This design comes from an exercise in tuning for small area on the open sky130 flow, not from production work.
The RTL was checked by simulation tests, not by an equivalence proof against the original design.
No activity file was given, so power comes from the tool's default toggle rates.

$ cat flow/flow/run.sh
#!/bin/bash
# The standard layout (standard.sh), with:
#  - the standard synthesis, unchanged; its netlist then goes through
#    flow/bubble.py, which moves inverters across full-adder cells (a full
#    adder with all inputs and outputs complemented is the same cell) so
#    that fewer inverters are needed; registers are not touched;
#  - clock tree: clusters of at most 18 flip-flops within 60 um, each driven
#    by a clkbuf_8, and no dummy loads added for level balancing;
#  - port buffers: the smallest buffer, buf_1, on every input and output.
# Logs: synth_run.log (synthesis), bubble.log (netlist pass),
# standard_run.log (floorplan to finish); ORFS's own logs are under orfs/logs.
set -euo pipefail
export CTS_ARGS="-sink_clustering_enable -repair_clock_nets -dont_use_dummy_load -sink_clustering_size 18 -sink_clustering_max_diameter 60 -buf_list sky130_fd_sc_hd__clkbuf_8"
export BUFFER_PORTS_ARGS="-buffer_cell sky130_fd_sc_hd__buf_1"
bash standard.sh synth > synth_run.log 2>&1
R="$PWD/orfs/results/sky130hd/dct_top/base"
cp "$R/1_2_yosys.v" "$PWD/standard_netlist.v"
python3 flow/bubble.py "$PWD/standard_netlist.v" "$R/1_2_yosys.v" bubble.log > bubble_stdout.log 2>&1
rm -f "$R/1_synth.odb" "$R/1_synth.sdc"
bash standard.sh > standard_run.log 2>&1
$ cat flow/flow/bubble.py
#!/usr/bin/env python3
"""Inverter bubble-pushing through full adders and XOR gates in a mapped netlist.

A full adder is self-dual: FA(~a, ~b, ~c) = (~sum, ~cout).  An XOR gate absorbs
an inverted input by becoming an XNOR (and back).  Synthesis leaves inverters
on many full-adder inputs and outputs (subtractions).  This script reads the
flat netlist written by the standard synthesis, removes its inverters, chooses
for every full-adder and XOR/XNOR cell whether its output is produced in true
or in complemented form (simulated annealing, then a greedy pass, minimising
the number of signals that must be available in both forms), swaps XOR and
XNOR cells where needed, and rebuilds the inverters: one inverter per signal
that some input pin needs in the form it is not produced in.  The function at
every register and port is unchanged; registers and their names are untouched.

usage: bubble.py IN.v OUT.v [LOG]
"""
import re, sys, random, math
from collections import defaultdict

src = open(sys.argv[1]).read()
log = open(sys.argv[3], 'w') if len(sys.argv) > 3 else sys.stdout

inst_re = re.compile(r'^(\s*)(sky130_fd_sc_hd__\w+)\s+(\\\S+ |\S+)\s*\(\n(.*?)\n\s*\);\n', re.S | re.M)
pin_re = re.compile(r'\.(\w+)\(([^()]*)\)')
OUTP = {'X', 'Y', 'Q', 'Q_N', 'SUM', 'COUT', 'HI', 'LO'}

matches = list(inst_re.finditer(src))
assert matches, 'no instances found'
head = src[:matches[0].start()]
tail = src[matches[-1].end():]
for a, b in zip(matches, matches[1:]):
    assert src[a.end():b.start()].strip() == '', 'unexpected text between instances'
assert tail.strip() == 'endmodule', 'unexpected tail'
assert 'assign' not in head

cells = []
for m in matches:
    pins = [(p, e.strip()) for p, e in pin_re.findall(m.group(4))]
    cells.append([m.group(2), m.group(3), pins])

outnets = set()
for m in re.finditer(r'^\s*output\s+(?:\[(\d+):(\d+)\]\s*)?(\w+)\s*;', head, re.M):
    if m.group(1) is not None:
        hi, lo = int(m.group(1)), int(m.group(2))
        for i in range(min(hi, lo), max(hi, lo) + 1):
            outnets.add('%s[%d]' % (m.group(3), i))
    else:
        outnets.add(m.group(3))

def kind(t):
    if re.match(r'sky130_fd_sc_hd__inv_\d+$', t): return 'inv'
    if re.match(r'sky130_fd_sc_hd__fa_\d+$', t): return 'fa'
    if re.match(r'sky130_fd_sc_hd__x(n?)or[23]_\d+$', t): return 'xor'
    return 'other'

# XOR/XNOR swap table: type -> (swapped type, output pin of each)
def xswap(t):
    m = re.match(r'sky130_fd_sc_hd__(xor|xnor)([23])_(\d+)$', t)
    other = 'xnor' if m.group(1) == 'xor' else 'xor'
    return 'sky130_fd_sc_hd__%s%s_%s' % (other, m.group(2), m.group(3))
def xout(t):
    return 'Y' if re.match(r'sky130_fd_sc_hd__xnor2_', t) else 'X'

drv = {}
for i, (t, n, pins) in enumerate(cells):
    for p, e in pins:
        if p in OUTP:
            drv[e] = i

inv_in = {}
removed = set()
for i, (t, n, pins) in enumerate(cells):
    if kind(t) == 'inv':
        d = dict(pins)
        if d['Y'] not in outnets:
            inv_in[d['Y']] = d['A']
            removed.add(i)

def base(net):
    c = 0
    for _ in range(1000):
        if net not in inv_in:
            return net, c
        net = inv_in[net]
        c ^= 1
    raise RuntimeError('inverter loop')

var = [i for i, (t, n, p) in enumerate(cells) if kind(t) in ('fa', 'xor')]
vk = {c: k for k, c in enumerate(var)}
nv = len(var)
fixed = set()
for i in var:
    for p, e in cells[i][2]:
        if p in OUTP and e in outnets:
            fixed.add(vk[i])

# requirements: base net -> list of (c, consumer variable or None)
reqs = defaultdict(list)
for i, (t, n, pins) in enumerate(cells):
    if i in removed or kind(t) == 'xor':
        continue          # XOR inputs accept either form
    for p, e in pins:
        if p in OUTP:
            continue
        b, c = base(e)
        reqs[b].append((c, vk.get(i)))
for e in outnets:
    b, c = base(e)
    assert b == e

def drv_k(b):
    i = drv.get(b)
    return vk.get(i) if i is not None else None
bdrv = {b: drv_k(b) for b in reqs}
users = defaultdict(set)
for b, lst in reqs.items():
    for c, k in lst:
        if k is not None:
            users[k].add(b)
    if bdrv[b] is not None:
        users[bdrv[b]].add(b)

def bad(f, b):
    dk = bdrv[b]
    dp = f[dk] if dk is not None else 0
    for c, k in reqs[b]:
        if (c ^ (f[k] if k is not None else 0)) != dp:
            return 1
    return 0
def total(f):
    return sum(bad(f, b) for b in reqs)
def local(f, k):
    return sum(bad(f, b) for b in users[k])

random.seed(12345)
f = [0] * nv
start = total(f)
print('inverters before: %d (removable %d), full adders and xor gates: %d, model cost at start: %d'
      % (sum(1 for t, n, p in cells if kind(t) == 'inv'), len(removed), nv, start), file=log)
best_f, best = f[:], start
cur = start
N = 400000
free = [k for k in range(nv) if k not in fixed]
for it in range(N):
    k = random.choice(free)
    a = local(f, k); f[k] ^= 1; d = local(f, k) - a
    T = max(0.05, 2.0 * (1 - it / N))
    if d <= 0 or random.random() < math.exp(-d / T):
        cur += d
        if cur < best:
            best, best_f = cur, f[:]
    else:
        f[k] ^= 1
f = best_f
improved = True
while improved:
    improved = False
    for k in free:
        a = local(f, k); f[k] ^= 1
        if local(f, k) < a:
            improved = True
        else:
            f[k] ^= 1
best = total(f)
print('inverters after: %d, cells with complemented output: %d' % (best, sum(f)), file=log)

def physpol(b):
    dk = drv_k(b)
    return f[dk] if dk is not None else 0
comp = {}
newwires, newcells = [], []
def get_comp(b):
    if b not in comp:
        w = '_bub%d_' % len(comp)
        comp[b] = w
        newwires.append(w)
        newcells.append(['sky130_fd_sc_hd__inv_1', '_bubinv%d_' % len(newcells), [('A', b), ('Y', w)]])
    return comp[b]

swapped = 0
for i, cell in enumerate(cells):
    if i in removed:
        continue
    t, n, pins = cell
    kd = kind(t)
    fk = f[vk[i]] if i in vk else 0
    newpins = []
    if kd == 'xor':
        par = fk
        for p, e in pins:
            if p in OUTP:
                continue
            b, c = base(e)
            newpins.append((p, b))
            par ^= c ^ physpol(b)
        outp = [(p, e) for p, e in pins if p in OUTP]
        assert len(outp) == 1
        if par:
            t2 = xswap(t)
            newpins.append((xout(t2), outp[0][1]))
            cell[0] = t2
            swapped += 1
        else:
            newpins.append(outp[0])
        cell[2] = newpins
        continue
    for p, e in pins:
        if p in OUTP:
            newpins.append((p, e))
            continue
        b, c = base(e)
        want = c ^ fk
        newpins.append((p, b if want == physpol(b) else get_comp(b)))
    cell[2] = newpins
print('xor/xnor cells swapped: %d' % swapped, file=log)

def fmt(e):
    return e + ' ' if e.startswith('\\') else e
out = [head.rstrip('\n') + '\n']
for w in newwires:
    out.append('  wire %s;\n' % w)
allc = [c for i, c in enumerate(cells) if i not in removed] + newcells
for t, n, pins in allc:
    out.append('  %s %s (\n' % (t, n.rstrip() + (' ' if n.startswith('\\') else '')))
    out.append(',\n'.join('    .%s(%s)' % (p, fmt(e)) for p, e in pins))
    out.append('\n  );\n')
out.append('endmodule\n')
open(sys.argv[2], 'w').write(''.join(out))
print('wrote %s: %d inverters' % (sys.argv[2], sum(1 for t, n, p in allc if kind(t) == 'inv')), file=log)
$ cat flow/standard.sh
#!/bin/bash
# synth_recipe.tcl (not shown) runs the flow's synth.tcl, then flattens the netlist and writes it again
# the make line also repeats each setting of config.mk as NAME=value (left out here)
make -C /OpenROAD-flow-scripts/flow DESIGN_CONFIG=/design/flow/config.mk WORK_HOME=/design/flow/orfs CLKGATE_MAP_FILE= SYNTH_SCRIPT=/design/flow/synth_recipe.tcl "${@:-finish}"
$ cat flow/config.mk
export PLATFORM = sky130hd
export DESIGN_NAME = dct_top
export DESIGN_NICKNAME = dct_top
export VERILOG_FILES = /design/flow/design.v
export SDC_FILE = /design/flow/constraint.sdc
export NUM_CORES = 4
export LEC_CHECK = 0
export CAP_MARGIN = 20
export CORE_MARGIN = 2
export CORE_UTILIZATION = 60
export SLEW_MARGIN = 20
$ cat flow/constraint.sdc
create_clock -name core_clock -period 12.0 [get_ports {clk}]
set_input_delay 2.4000 -clock core_clock [delete_from_list [all_inputs] [get_ports {clk}]]
set_output_delay 2.4000 -clock core_clock [all_outputs]
set_load 0.01 [all_outputs]
$ cat flow/design.v
module rca #(parameter W = 8) (
    input  [W-1:0] a, b,
    input          ci,
    output [W-1:0] s
);
wire [W:0] c;
assign c[0] = ci;
genvar i;
generate for (i = 0; i < W; i = i + 1) begin : g
    assign s[i]   = a[i] ^ b[i] ^ c[i];
    assign c[i+1] = (a[i] & b[i]) | (c[i] & (a[i] ^ b[i]));
end endgenerate
endmodule
module dct_1d (
    input  [9:0]  x0, x1, x2, x3, x4, x5, x6, x7,
    input         row,
    output [11:0] yc0, yc1, yc2, yc3, yc4, yc5, yc6, yc7,
    output [9:0]  yr0, yr1, yr2, yr3, yr4, yr5, yr6, yr7
);
localparam N = 10;
localparam W = 14;
wire [N:0] v0, v1, v2, v3, v4, v5, v6, v7;
rca #(N+1) a0 ({x0[N-1], x0}, { x7[N-1],  x7}, 1'b0, v0);
rca #(N+1) a1 ({x1[N-1], x1}, { x6[N-1],  x6}, 1'b0, v1);
rca #(N+1) a2 ({x2[N-1], x2}, { x5[N-1],  x5}, 1'b0, v2);
rca #(N+1) a3 ({x3[N-1], x3}, { x4[N-1],  x4}, 1'b0, v3);
rca #(N+1) a4 ({x3[N-1], x3}, ~{x4[N-1], x4}, 1'b1, v4);
rca #(N+1) a5 ({x2[N-1], x2}, ~{x5[N-1], x5}, 1'b1, v5);
rca #(N+1) a6 ({x1[N-1], x1}, ~{x6[N-1], x6}, 1'b1, v6);
rca #(N+1) a7 ({x0[N-1], x0}, ~{x7[N-1], x7}, 1'b1, v7);
wire [N+1:0] v8, v9, v10, v11, t, vv13, v14;
rca #(N+2) b8  ({v0[N], v0}, { v3[N], v3}, 1'b0, v8);
rca #(N+2) b9  ({v1[N], v1}, { v2[N], v2}, 1'b0, v9);
rca #(N+2) b10 ({v1[N], v1}, ~{v2[N], v2}, 1'b1, v10);
rca #(N+2) b11 ({v0[N], v0}, ~{v3[N], v3}, 1'b1, v11);
rca #(N+2) b12 ({v4[N], v4}, { v5[N], v5}, 1'b0, t);
rca #(N+2) b13 ({v5[N], v5}, { v6[N], v6}, 1'b0, vv13);
rca #(N+2) b14 ({v6[N], v6}, { v7[N], v7}, 1'b0, v14);
wire [N+2:0] v15, v16, vv17, vv18;
rca #(N+3) c15 ({v8[N+1],  v8},  { v9[N+1], v9},  1'b0, v15);
rca #(N+3) c16 ({v8[N+1],  v8},  ~{v9[N+1], v9},  1'b1, v16);
rca #(N+3) c17 ({v10[N+1], v10}, { v11[N+1], v11}, 1'b0, vv17);
rca #(N+3) c18 ({v14[N+1], v14}, ~{t[N+1], t},    1'b1, vv18);
wire [N+2:0] s13;
rca #(N+3) d13 ({vv13[N+1], vv13}, {{2{vv13[N+1]}}, vv13[N+1:1]}, 1'b0, s13);
wire [W-1:0] v13 = {{2{s13[N+2]}}, s13[N+2:1]};
wire [W-1:0] e17 = {vv17[N+2], vv17};
wire [W-1:0] m17;
rca #(W-1) d17 (e17[W-1:1], e17[W-2:0], 1'b0, m17[W-1:1]);
assign m17[0] = e17[0];
wire s17 = row ? m17[W-3] : m17[W-1];
wire t17 = row ? m17[W-3] : m17[W-2];
wire [W-1:0] v17 = {{3{s17}}, t17, m17[W-3:2]};
wire [W-1:0] e18 = {vv18[N+2], vv18};
wire [W-1:0] m18;
rca #(W-1) d18 (e18[W-1:1], e18[W-2:0], 1'b0, m18[W-1:1]);
assign m18[0] = e18[0];
wire s18 = row ? m18[W-3] : m18[W-1];
wire t18 = row ? m18[W-3] : m18[W-2];
wire [W-1:0] v18 = {{4{s18}}, t18, m18[W-3:3]};
wire [W-1:0] th = {{3{t[N+1]}}, t[N+1:1]};
wire [W-1:0] v19;
rca #(W) d19 (th, ~v18, 1'b1, v19);
wire [W-1:0] e14 = {{2{v14[N+1]}}, v14};
wire [W-3:0] p20, q20;
rca #(W-2) d20a (e14[W-3:0], e14[W-1:2], 1'b0, p20);
rca #(W-2) d20b (p20, ~v18[W-3:0], 1'b1, q20);
wire s20 = row ? q20[W-5] : q20[W-3];
wire t20 = row ? q20[W-5] : q20[W-4];
wire [W-1:0] v20 = {{3{s20}}, t20, q20[W-5:0]};
wire [W-1:0] e11 = {{2{v11[N+1]}}, v11};
wire [W-1:0] e7  = {{3{v7[N]}}, v7};
wire [W-1:0] v21, v22, v23, v24;
rca #(W) f21 (v17, e11, 1'b0, v21);
rca #(W) f22 (e11, ~v17, 1'b1, v22);
rca #(W) f23 (v13, e7, 1'b0, v23);
rca #(W) f24 (e7, ~v13, 1'b1, v24);
wire [W-1:0] v25, v26, v27, v28;
rca #(W) g25 (v19, v24, 1'b0, v25);
rca #(W) g26 (v23, v20, 1'b0, v26);
rca #(W) g27 (v23, ~v20, 1'b1, v27);
rca #(W) g28 (v24, ~v19, 1'b1, v28);
wire [W-1:0] m3, m4, m5, m6, m7;
rca #(W-2) h3 (v28[W-1:2], v28[W-3:0], 1'b0, m3[W-1:2]);
assign m3[1:0] = v28[1:0];
wire [W-1:0] e16 = {v16[N+2], v16};
rca #(W-1) h4 (e16[W-1:1], e16[W-2:0], 1'b0, m4[W-1:1]);
assign m4[0] = e16[0];
rca #(W) h5 ({v25[W-4:0], 3'b000}, ~v25, 1'b1, m5);
rca #(W-2) h6 (v22[W-1:2], v22[W-3:0], 1'b0, m6[W-1:2]);
assign m6[1:0] = v22[1:0];
rca #(W-2) h7 (v27[W-1:2], v27[W-3:0], 1'b0, m7[W-1:2]);
assign m7[1:0] = v27[1:0];
assign yc0 = v15[12:1];
assign yc1 = {v26[13], v26[11:1]};
assign yc2 = {v21[13], v21[11:1]};
assign yc3 = {m3[13], m3[13:3]};
assign yc4 = {m4[13], m4[12:2]};
assign yc5 = {m5[13], m5[13:3]};
assign yc6 = {m6[13], m6[12:2]};
assign yc7 = {m7[13], m7[11:1]};
assign yr0 = v15[10:1];
assign yr1 = {v26[11], v26[9:1]};
assign yr2 = {v21[11], v21[9:1]};
assign yr3 = {m3[11], m3[11:3]};
assign yr4 = {m4[11], m4[10:2]};
assign yr5 = {m5[11], m5[11:3]};
assign yr6 = {m6[11], m6[10:2]};
assign yr7 = {m7[11], m7[9:1]};
endmodule
module dct_top(
    output [11:0] dct_data_out,
    input  [7:0]  dct_data_in,
    input  clk, rst, enb
);
localparam NP = 91;             
reg  [7:0]  P [0:NP-1];
reg  [11:0] B [0:55];           
reg  [9:0]  T [56:63];          
reg  [5:0]  ph;
reg conv;       
reg row_ins;    
reg row0;       
reg t_shift;    
reg b_shift;    
reg sel_a;      
reg sel_b;      
wire [5:0] phn = rst ? 6'd0 : enb ? ph + 6'd1 : ph;
wire convn = (phn >= 6'd18) && (phn <= 6'd25);
wire row_insn = (phn[2:0] == 3'd1) && !convn;
wire row0n = (phn == 6'd26);
function [9:0] px(input [7:0] p);
    px = {{2{p[7]}}, p};
endfunction
function [9:0] sel3(input [9:0] b, input [7:0] pa, input [7:0] pb, input sb, input sa, input sp);
    sel3 = ({10{sb}} & b) | ({10{sa}} & px(pa)) | ({10{sp}} & px(pb));
endfunction
wire [9:0] x0 = sel3(B[0][9:0],  P[89], P[90], conv, sel_a, sel_b);
wire [9:0] x1 = sel3(B[8][9:0],  P[88], P[89], conv, sel_a, sel_b);
wire [9:0] x2 = sel3(B[16][9:0], P[87], P[88], conv, sel_a, sel_b);
wire [9:0] x3 = sel3(B[24][9:0], P[86], P[87], conv, sel_a, sel_b);
wire [9:0] x4 = sel3(B[32][9:0], P[85], P[86], conv, sel_a, sel_b);
wire [9:0] x5 = sel3(B[40][9:0], P[84], P[85], conv, sel_a, sel_b);
wire [9:0] x6 = sel3(B[48][9:0], P[83], P[84], conv, sel_a, sel_b);
wire [9:0] x7 = sel3(T[56],      P[82], P[83], conv, sel_a, sel_b);
wire [11:0] c0, c1, c2, c3, c4, c5, c6, c7;
wire [9:0]  r0, r1, r2, r3, r4, r5, r6, r7;
dct_1d BF (
    .x0(x0), .x1(x1), .x2(x2), .x3(x3), .x4(x4), .x5(x5), .x6(x6), .x7(x7),
    .row(!conv),
    .yc0(c0), .yc1(c1), .yc2(c2), .yc3(c3), .yc4(c4), .yc5(c5), .yc6(c6), .yc7(c7),
    .yr0(r0), .yr1(r1), .yr2(r2), .yr3(r3), .yr4(r4), .yr5(r5), .yr6(r6), .yr7(r7));
assign dct_data_out = conv ? c0 : B[0];
integer i;
always @(posedge clk) begin
    ph      <= phn;
    conv    <= convn;
    row_ins <= row_insn;
    row0    <= row0n;
    t_shift <= !(row_insn || row0n);
    b_shift <= !(convn || row0n);
    sel_a   <= !convn && !phn[1];
    sel_b   <= !convn && phn[1];
    if (rst) P[0] <= 8'd0;
    else P[0] <= dct_data_in;
    for (i = 1; i < NP; i = i + 1) P[i] <= P[i-1];
    for (i = 0; i < 55; i = i + 1) B[i] <= B[i+1];
    if (conv) begin
        B[7]  <= c1;
        B[15] <= c2;
        B[23] <= c3;
        B[31] <= c4;
        B[39] <= c5;
        B[47] <= c6;
    end
    B[55] <= ({12{conv}} & c7) | ({12{row0}} & {2'b00, r0}) | ({12{b_shift}} & {2'b00, T[56]});
    T[56] <= ({10{row_ins}} & r0) | ({10{row0}} & r1) | ({10{t_shift}} & T[57]);
    T[57] <= ({10{row_ins}} & r1) | ({10{row0}} & r2) | ({10{t_shift}} & T[58]);
    T[58] <= ({10{row_ins}} & r2) | ({10{row0}} & r3) | ({10{t_shift}} & T[59]);
    T[59] <= ({10{row_ins}} & r3) | ({10{row0}} & r4) | ({10{t_shift}} & T[60]);
    T[60] <= ({10{row_ins}} & r4) | ({10{row0}} & r5) | ({10{t_shift}} & T[61]);
    T[61] <= ({10{row_ins}} & r5) | ({10{row0}} & r6) | ({10{t_shift}} & T[62]);
    T[62] <= ({10{row_ins}} & r6) | ({10{row0}} & r7) | ({10{t_shift}} & T[63]);
    T[63] <= r7;
end
endmodule
==> load_flow_metrics.sql, run 1 <==
INSERT INTO impl_metrics (metric_group, metric, value, unit) VALUES
('final_layout', 'sequential_cell_area', '29900', 'µm²'),
('clock_network', 'holdBufCountCts', '0', ''),
('setup_path', 'worstSetupStartpoint', 'conv$_DFF_P_', ''),
('power', 'cellInternalPower', '5759', 'µW'),
('clock_network', 'h-tree-depth', '3', ''),
('clock_network', 'cts_buffers', '97', ''),
('place', 'post-dp-hpwl', '56.04', 'mm'),
('global_routing', 'maximum_number_of_pins_on_one_net_before_global_route_repair', '71', ''),
('global_routing', 'first_global_vias', '20180', ''),
('clock_network', 'cell_at_the_root_of_the_clock_tree', 'sky130_fd_sc_hd__clkbuf_8', ''),
('die', 'dieArea', '73670', 'µm²'),
('job', 'maxCapViolations', '0', ''),
('die', 'pin_count', '23', ''),
('power', 'max-vdd-ir-drop', '0.0001434', 'V'),
('power', 'share_seq_of_total_power', '70.4', '%'),
('power', 'leakagePower', '0.01909', 'µW'),
('setup_path', 'crit_family', 'adder cells', ''),
('setup_path', 'critical_path_class', 'reg -> reg', ''),
('sta', 'hold_slack', '268.1', 'ps'),
('sta', 'report.final.setup_viol', '0', ''),
('global_routing', 'top_usage_layer', 'met2', ''),
('die', 'die_h', '271.4', 'µm'),
('power', 'power.switching_fraction', '19.56', '%'),
('worst_hold_path', 'worstHoldPathCells', '0', ''),
('synthesis', 'netlist_area', '42910', 'µm²'),
('final_layout', 'num-nets-final', '3332', ''),
('route', 'detailedRoute.firstPassIterationCount', '8', ''),
('final_layout', 'layout-drive-gt1-share', '8.684', '%'),
('sta', 'final_hold_violating_endpoints', '0', ''),
('clock_network', 'clock_latency', '740', 'ps'),
('place', 'post_dp_cell_area', '44270', 'µm²'),
('sta', 'max_clock_freq', '0.08631', 'GHz'),
('power', 'comb_power_share', '0.7', '%'),
('clock_network', 'path_clk_slew', '100', 'ps'),
('setup_path', 'worst_r2r_path_depth', '35', ''),
('power', 'netSwitchingPower', '1401', 'µW'),
('setup_path', 'worstSetupEndpointType', 'flip-flop', ''),
('final_layout', 'area_growth_from_synthesis_to_layout', '6.960', '%'),
('synthesis', 'synth_warnings', '4', ''),
('global_routing', 'wire_length_of_the_first_global_routing_pass', '116.2', 'mm'),
('die', 'placeableCoreArea', '71120', 'µm²'),
('place', 'port_buffers', '22', ''),
('power', 'power.density', '156.0', 'nW/µm²'),
('setup_path', 'most_frequent_cell_on_the_critical_path', 'sky130_fd_sc_hd__fa_1', ''),
('sta', 'report.final.slew_viol_count', '0', ''),
('setup_path', 'path_max_fanout', '31', ''),
('setup_path', 'critical_path_buf_inv_count', '8', ''),
('worst_hold_path', 'hold_path_class', 'reg -> reg', ''),
('setup_path', 'worst-endpoint-required', '12570', 'ps'),
('global_routing', 'met3_usage', '3.538', '%'),
('clock_network', 'clock_path_buffers', '3', ''),
('route', 'drc_violations_left', '0', ''),
('global_routing', 'grtUsageMet1', '26.98', '%'),
('status', 'result_of_the_run', 'no timing/DRC/antenna violations', ''),
('power', 'clock_power_share', '28.9', '%'),
('route', 'routed_via_density', '4.897', ''),
('die', 'start_util', '60.34', '%'),
('setup_path', 'crit_path_max_incr_delay', '950', 'ps'),
('sta', 'fin_crit_sh', '96.55', '%'),
('sta', 'post-route-min-period', '11590', 'ps'),
('setup_path', 'timing.rr.start', 'conv$_DFF_P_', ''),
('sta', 'timing.max_slew.rel_slack', '22.12', '%'),
('final_layout', 'n_fill_cell', '5254', ''),
('route', 'postRouteAntennaNets', '0', ''),
('synthesis', 'post_synth.cell_area_avg', '15.55', 'µm²'),
('global_routing', 'groute.layer.met2.usage', '35.55', '%'),
('setup_path', 'worst_setup_path_start_kind', 'flip-flop', ''),
('setup_path', 'critical_path_depth', '35', ''),
('die', 'die_width', '271.4', 'µm'),
('route', 'wirelength', '74.91', 'mm'),
('worst_hold_path', 'worstHoldStart', 'B[36][8]$_DFF_P_', '');
[registers in the layout (all words and copies together) (netlist names)]
register / cells
B: 672
P: 728
T: 80
b_shift: 1
conv: 1
ph: 6
row0: 1
row_ins: 1
sel_a: 1
sel_b: 1
t_shift: 1
[layout make-up]
cell class / instances / area share (%)
inverter: 262 / 2.143
tap: 950 / 2.590
sequential: 1493 / 65.15
clock buffer: 97 / 2.909
antenna: 6 / 0.03271
timing repair buffer: 88 / 1.259
multi-input combinational: 939 / 25.91
[power groups by stage]
stage / Sequential (µW) / Clock [µW] / Combinational (µW)
floorplan: 5150 / 0 / 29.0
finish: 5040 / 2070 / 47.2
global route: 5050 / 2320 / 49.7
global placement: 5160 / 0 / 42.3
CTS: 5050 / 2150 / 43.5
detailed placement: 5160 / 0 / 43.5
[layer usage]
layer | share of wire (%) | up-vias
li1 | - | 8871
met1 | 42 | 9328
met2 | 49 | 429
met3 | 4.5 | 152
met4 | 4.4 | 0
met5 | 0 | -
[through the flow]
| step | power (µW) | cells | setup TNS, ps | setup WS, ps |
|---|---|---|---|---|
| global placement | 5198 | 3711 | 0 | 210.7 |
| CTS | 7239 | 3809 | 0 | 3.220 |
| finish | 7160 | 3835 | 0 | 414.1 |
| global route | 7423 | 3834 | -119.8 | -61.06 |
| detailed placement | 5204 | 3711 | 0 | 9.933 |
| floorplan | 5178 | 2759 | 0 | 290.7 |
[layout by cell type, fill, tap and decap left out, types with 32 or more instances in the layout]
| cell type | n |
|---|---|
| sky130_fd_sc_hd__ha_1 | 43 |
| sky130_fd_sc_hd__a21oi_1 | 32 |
| sky130_fd_sc_hd__o21ai_0 | 51 |
| sky130_fd_sc_hd__a222oi_1 | 68 |
| sky130_fd_sc_hd__inv_1 | 259 |
| sky130_fd_sc_hd__dfxtp_1 | 1488 |
| sky130_fd_sc_hd__nor2_1 | 39 |
| sky130_fd_sc_hd__o221ai_1 | 33 |
| sky130_fd_sc_hd__buf_4 | 65 |
| sky130_fd_sc_hd__clkbuf_8 | 97 |
| sky130_fd_sc_hd__fa_2 | 39 |
| sky130_fd_sc_hd__fa_1 | 356 |
| sky130_fd_sc_hd__nand2_1 | 121 |
[worst paths after layout]
| check | endpoint | slack, ps |
|---|---|---|
| worst min-delay path | B[35][8]$_DFF_P_ | 270 |
| worst max-delay path | B[39][10]$_DFF_P_ | 410 |
| worst min register to register | B[35][8]$_DFF_P_ | 270 |
| worst max register to register | B[39][10]$_DFF_P_ | 410 |
[what timing repair did]
action	CTS	global route
endpoints found under the setup margin	2	5
pin swaps	1	25
resized for setup	1	46
setup buffers	1	20
==> inputs of run 2 (changes only) <==
--- a/flow/design.v
+++ b/flow/design.v
@@ -86,7 +86,8 @@
 wire [W-1:0] e16 = {v16[N+2], v16};
 rca #(W-1) h4 (e16[W-1:1], e16[W-2:0], 1'b0, m4[W-1:1]);
 assign m4[0] = e16[0];
-rca #(W) h5 ({v25[W-4:0], 3'b000}, ~v25, 1'b1, m5);
+rca #(W-3) h5 (v25[W-4:0], ~v25[W-1:3], ~|v25[2:0], m5[W-1:3]);
+assign m5[2:0] = 3'b000;
 rca #(W-2) h6 (v22[W-1:2], v22[W-3:0], 1'b0, m6[W-1:2]);
 assign m6[1:0] = v22[1:0];
 rca #(W-2) h7 (v27[W-1:2], v27[W-3:0], 1'b0, m7[W-1:2]);
--- a/flow/flow/bubble.py
+++ b/flow/flow/bubble.py
@@ -9,8 +9,9 @@
 or in complemented form (simulated annealing, then a greedy pass, minimising
 the number of signals that must be available in both forms), swaps XOR and
 XNOR cells where needed, and rebuilds the inverters: one inverter per signal
-that some input pin needs in the form it is not produced in.  The function at
-every register and port is unchanged; registers and their names are untouched.
+that some input pin needs in the form it is not produced in.  Inverters
+after other gates are left in place.  The function at every register and port
+is unchanged; registers and their names are untouched.
 
 usage: bubble.py IN.v OUT.v [LOG]
 """
@@ -67,12 +68,26 @@
         if p in OUTP:
             drv[e] = i
 
+# Only inverters fed by a full adder, an XOR gate or another such inverter are
+# taken out; an inverter after any other gate also buffers that gate's output
+# and stays.
+def removable_src(net, depth=0):
+    i = drv.get(net)
+    if i is None or depth > 20:
+        return False
+    k = kind(cells[i][0])
+    if k in ('fa', 'xor'):
+        return True
+    if k == 'inv':
+        return removable_src(dict(cells[i][2])['A'], depth + 1)
+    return False
+
 inv_in = {}
 removed = set()
 for i, (t, n, pins) in enumerate(cells):
     if kind(t) == 'inv':
         d = dict(pins)
-        if d['Y'] not in outnets:
+        if d['Y'] not in outnets and removable_src(d['A']):
             inv_in[d['Y']] = d['A']
             removed.add(i)
 
==> run 2 against run 1 <==
Effect of this change: still clean on timing, DRC and antenna; setup slack got worse by 52 ps; via count is essentially flat; sequential power hardly changed; cell count is 0.34% lower; sequential share of layout area up 0.35 points; clock-buffer cell count grew 1; critical endpoint unchanged; highest routed layer unchanged.
==> load_flow_metrics.sql, run 2 <==
INSERT INTO impl_metrics (metric_group, metric, value, unit) VALUES
('status', 'result_of_the_run', 'no timing/DRC/antenna violations', ''),
('global_routing', 'wire_length_of_the_first_global_routing_pass', '118.8', 'mm'),
('route', 'postRouteAntennaNets', '0', ''),
('final_layout', 'top_register', 'P', ''),
('sta', 'setup_total_neg_slack', '0', 'ps'),
('clock_network', 'clkSinkCount', '1493', ''),
('die', 'placement_rows', '98', ''),
('sta', 'report.final.setup_viol', '0', ''),
('setup_path', 'slowest_stage', 'sky130_fd_sc_hd__fa_2', ''),
('setup_path', 'path_max_fanout', '4', ''),
('sta', 'post-route-min-period', '11640', 'ps'),
('sta', 'timing.max_slew.rel_slack', '27.51', '%'),
('sta', 'fin_clk_skew', '124.3', 'ps'),
('clock_network', 'cell_at_the_root_of_the_clock_tree', 'sky130_fd_sc_hd__clkbuf_8', ''),
('setup_path', 'timing.reg2reg.setup_slack', '360', 'ps'),
('route', 'wirelength', '75.96', 'mm'),
('die', 'die_width', '271.7', 'µm'),
('clock_network', 'path_clk_slew', '110', 'ps'),
('route', 'detailedRoute.firstPassIterationCount', '9', ''),
('route', 'violation_count_after_the_first_detailed_route_iteration', '1510', ''),
('clock_network', 'clock_path_buffers', '3', ''),
('sta', 'max_clock_freq', '0.08592', 'GHz'),
('setup_path', 'most_frequent_cell_on_the_critical_path', 'sky130_fd_sc_hd__fa_1', ''),
('die', 'dieArea', '73800', 'µm²'),
('synthesis', 'synth_cells', '2786', ''),
('sta', 'max_slew.worst_pin.slew', '1087', 'ps'),
('sta', 'setup_slack', '361.7', 'ps'),
('final_layout', 'most-common-layout-cells', '1489 x sky130_fd_sc_hd__dfxtp_1, 377 x sky130_fd_sc_hd__fa_1, 283 x sky130_fd_sc_hd__inv_1', ''),
('setup_path', 'critical_path_buf_inv_count', '2', ''),
('clock_network', 'holdBufCountCts', '0', ''),
('global_routing', 'maximum_number_of_pins_on_one_net_before_global_route_repair', '74', ''),
('final_layout', 'top_regs', 'P: 728 flops, B: 672 flops, T: 80 flops', ''),
('worst_hold_path', 'hold_path_class', 'reg -> reg', ''),
('sta', 'setup_repair_after_global_routing_missed_its_margin', 'no', ''),
('route', 'routed_via_density', '4.912', ''),
('setup_path', 'arrival', '12180', 'ps'),
('clock_network', 'tritoncts', 'done', ''),
('sta', 'final_hold_violating_endpoints', '0', ''),
('global_routing', 'antenna_found_initial', '2', ''),
('final_layout', 'area_growth_from_synthesis_to_layout', '6.194', '%'),
('final_layout', 'final_common_cell', 'sky130_fd_sc_hd__dfxtp_1', ''),
('die', 'placeableCoreArea', '71240', 'µm²'),
('synthesis', 'post_synth.cell_area_avg', '15.43', 'µm²'),
('setup_path', 'worst_setup_path_start_kind', 'flip-flop', ''),
('die', 'pin_count', '23', ''),
('final_layout', 'layout-drive-gt1-share', '6.548', '%'),
('synthesis', 'netlist_area', '42980', 'µm²'),
('place', 'post-dp-hpwl', '57.57', 'mm'),
('die', 'start_util', '60.34', '%'),
('power', 'max-vdd-ir-drop', '0.0001456', 'V'),
('final_layout', 'finalCoreUtilization', '64.08', '%'),
('clock_network', 'cts_buffers', '98', ''),
('power', 'leakagePower', '0.01893', 'µW'),
('place', 'place.detailed.instances', '3717', ''),
('clock_network', 'h-tree-depth', '3', ''),
('global_routing', 'first_global_vias', '19920', ''),
('global_routing', 'grt_util_all_layers', '21.56', '%'),
('job', 'maxCapViolations', '0', ''),
('sta', 'report.final.slew_viol_count', '0', ''),
('setup_path', 'crit_family', 'adder cells', ''),
('setup_path', 'critical_path_class', 'reg -> reg', ''),
('clock_network', 'clock_latency', '740', 'ps'),
('final_layout', 'num-nets-final', '3324', ''),
('route', 'drc_violations_left', '0', ''),
('final_layout', 'largest_reg_flops', '728', ''),
('final_layout', 'layoutNonFillerInstCount', '3822', ''),
('synthesis', 'synthesis.nets', '3237', ''),
('setup_path', 'worst-endpoint-required', '12540', 'ps'),
('place', 'port_buffers', '22', ''),
('power', 'power.density', '156.8', 'nW/µm²'),
('sta', 'fin_crit_sh', '96.99', '%'),
('route', 'drt-wirelength-per-cell', '19.87', 'µm'),
('place', 'routability_congestion_estimate_from_global_placement', '0.9266', ''),
('setup_path', 'worstSetupEndpointType', 'flip-flop', ''),
('place', 'dp_worst_slack', '76.88', 'ps'),
('global_routing', 'grt_remaining_overflow', '0', ''),
('final_layout', 'n_fill_cell', '5185', ''),
('synthesis', 'synth_warnings', '4', ''),
('route', 'dr_total_vias', '18770', ''),
('setup_path', 'crit_path_max_incr_delay', '590', 'ps'),
('die', 'die_h', '271.7', 'µm');
==> run 2: path summary, 6_finish.rpt <==
path	start	end	cells after the start
hold reg to reg	B[21][8]$_DFF_P_	B[20][8]$_DFF_P_	0
hold / removal	B[21][8]$_DFF_P_	B[20][8]$_DFF_P_	0
setup reg to reg	B[32][0]$_DFF_P_	B[39][10]$_DFF_P_	31
setup / recovery	B[32][0]$_DFF_P_	B[39][10]$_DFF_P_	31
==> run 2: routing by layer <==
| metal | part of all wire (%) | GRT usage, % | vias to the layer above | routed length (µm) |
|---|---|---|---|---|
| met5 | 0 | 0 | - | 0 |
| met4 | 3.1 | 6.666 | 0 | 2329 |
| met3 | 3.9 | 3.220 | 112 | 2970 |
| met2 | 49 | 36.27 | 389 | 37400 |
| met1 | 44 | 29.13 | 9421 | 33260 |
| li1 | - | - | 8851 | - |
==> run 2: final cells by class <==
class,instances,area [µm²],share of cell area (%)
Inverter,285,1070,2.344
Clock buffer,98,1349,2.955
Multi-Input combinational cell,943,11830,25.92
Tap cell,950,1189,2.604
Antenna cell,1,2.502,0.005482
Timing Repair Buffer,52,309.0,0.6770
Sequential cell,1493,29900,65.50
==> run 2: repair_timing <==
item	in CTS	in global routing
buffers inserted	0	6
hold endpoints to repair	0	0
pin swaps	1	8
gates cloned	0	0
setup endpoints to repair	2	12
resized for setup	1	21
==> run 2: worst reg2reg max path: cells and delay by family, from the launching register on <==
family | cells | cell delay, ps
AO/OA/AOI/OAI | 3 | 890
flip-flops | 1 | 360
XOR/XNOR | 2 | 270
adder cells (fa/ha/maj) | 22 | 9350
AND/OR/NAND/NOR | 2 | 390
buffers and inverters | 2 | 210
==> run 2: stage by stage <==
step | area, µm² | hold WS, ps | power [µW]
after detailed placement | 44190 | 312.1 | 5202
after global placement | 44180 | 309.5 | 5197
after global routing | 45650 | 266.3 | 7420
final | 45650 | 275.3 | 7156
after floorplan | 42990 | 309.6 | 5178
after CTS | 45540 | 254.3 | 7238
==> run 2: where the power goes <==
| part | switching, µW | total [µW] | internal [µW] | leakage (µW) |
|---|---|---|---|---|
| Sequential | 20.1 | 5040 | 5020 | 0.0121 |
| Clock | 1340 | 2070 | 732 | 0.000705 |
| Combinational | 35.7 | 42.5 | 6.82 | 0.00609 |

[port drivers added, routing unchanged]
Ports are ideal in the flow. The routed layouts listed here were re-timed in OpenROAD.
Step 1 (the two cells are an assumption about what drives the block):
set clk [get_ports {clk}]
set_driving_cell -lib_cell sky130_fd_sc_hd__clkbuf_16 $clk
set_driving_cell -lib_cell sky130_fd_sc_hd__buf_2 [delete_from_list [all_inputs] $clk]
Step 2 adds t to the input delays and takes it off the output delays; t is the mean of the earliest and latest rising clock arrival at the registers after step 1. Input paths then give back, and output paths get back, about the clock's delay inside the block.
a / b / c = no drivers / after step 1 / after step 2; a / b = the first two.
| run | shift t [ns] | slack for setup (ns) | worst setup path after step 2 |
|---|---|---|---|
| run 1 | 0.751 | 0.414 / 0.414 / 0.414 | register to register |
| run 2 | 0.736 | 0.362 / 0.362 / 0.362 | register to register |
After both steps setup and hold are still met in every run listed.
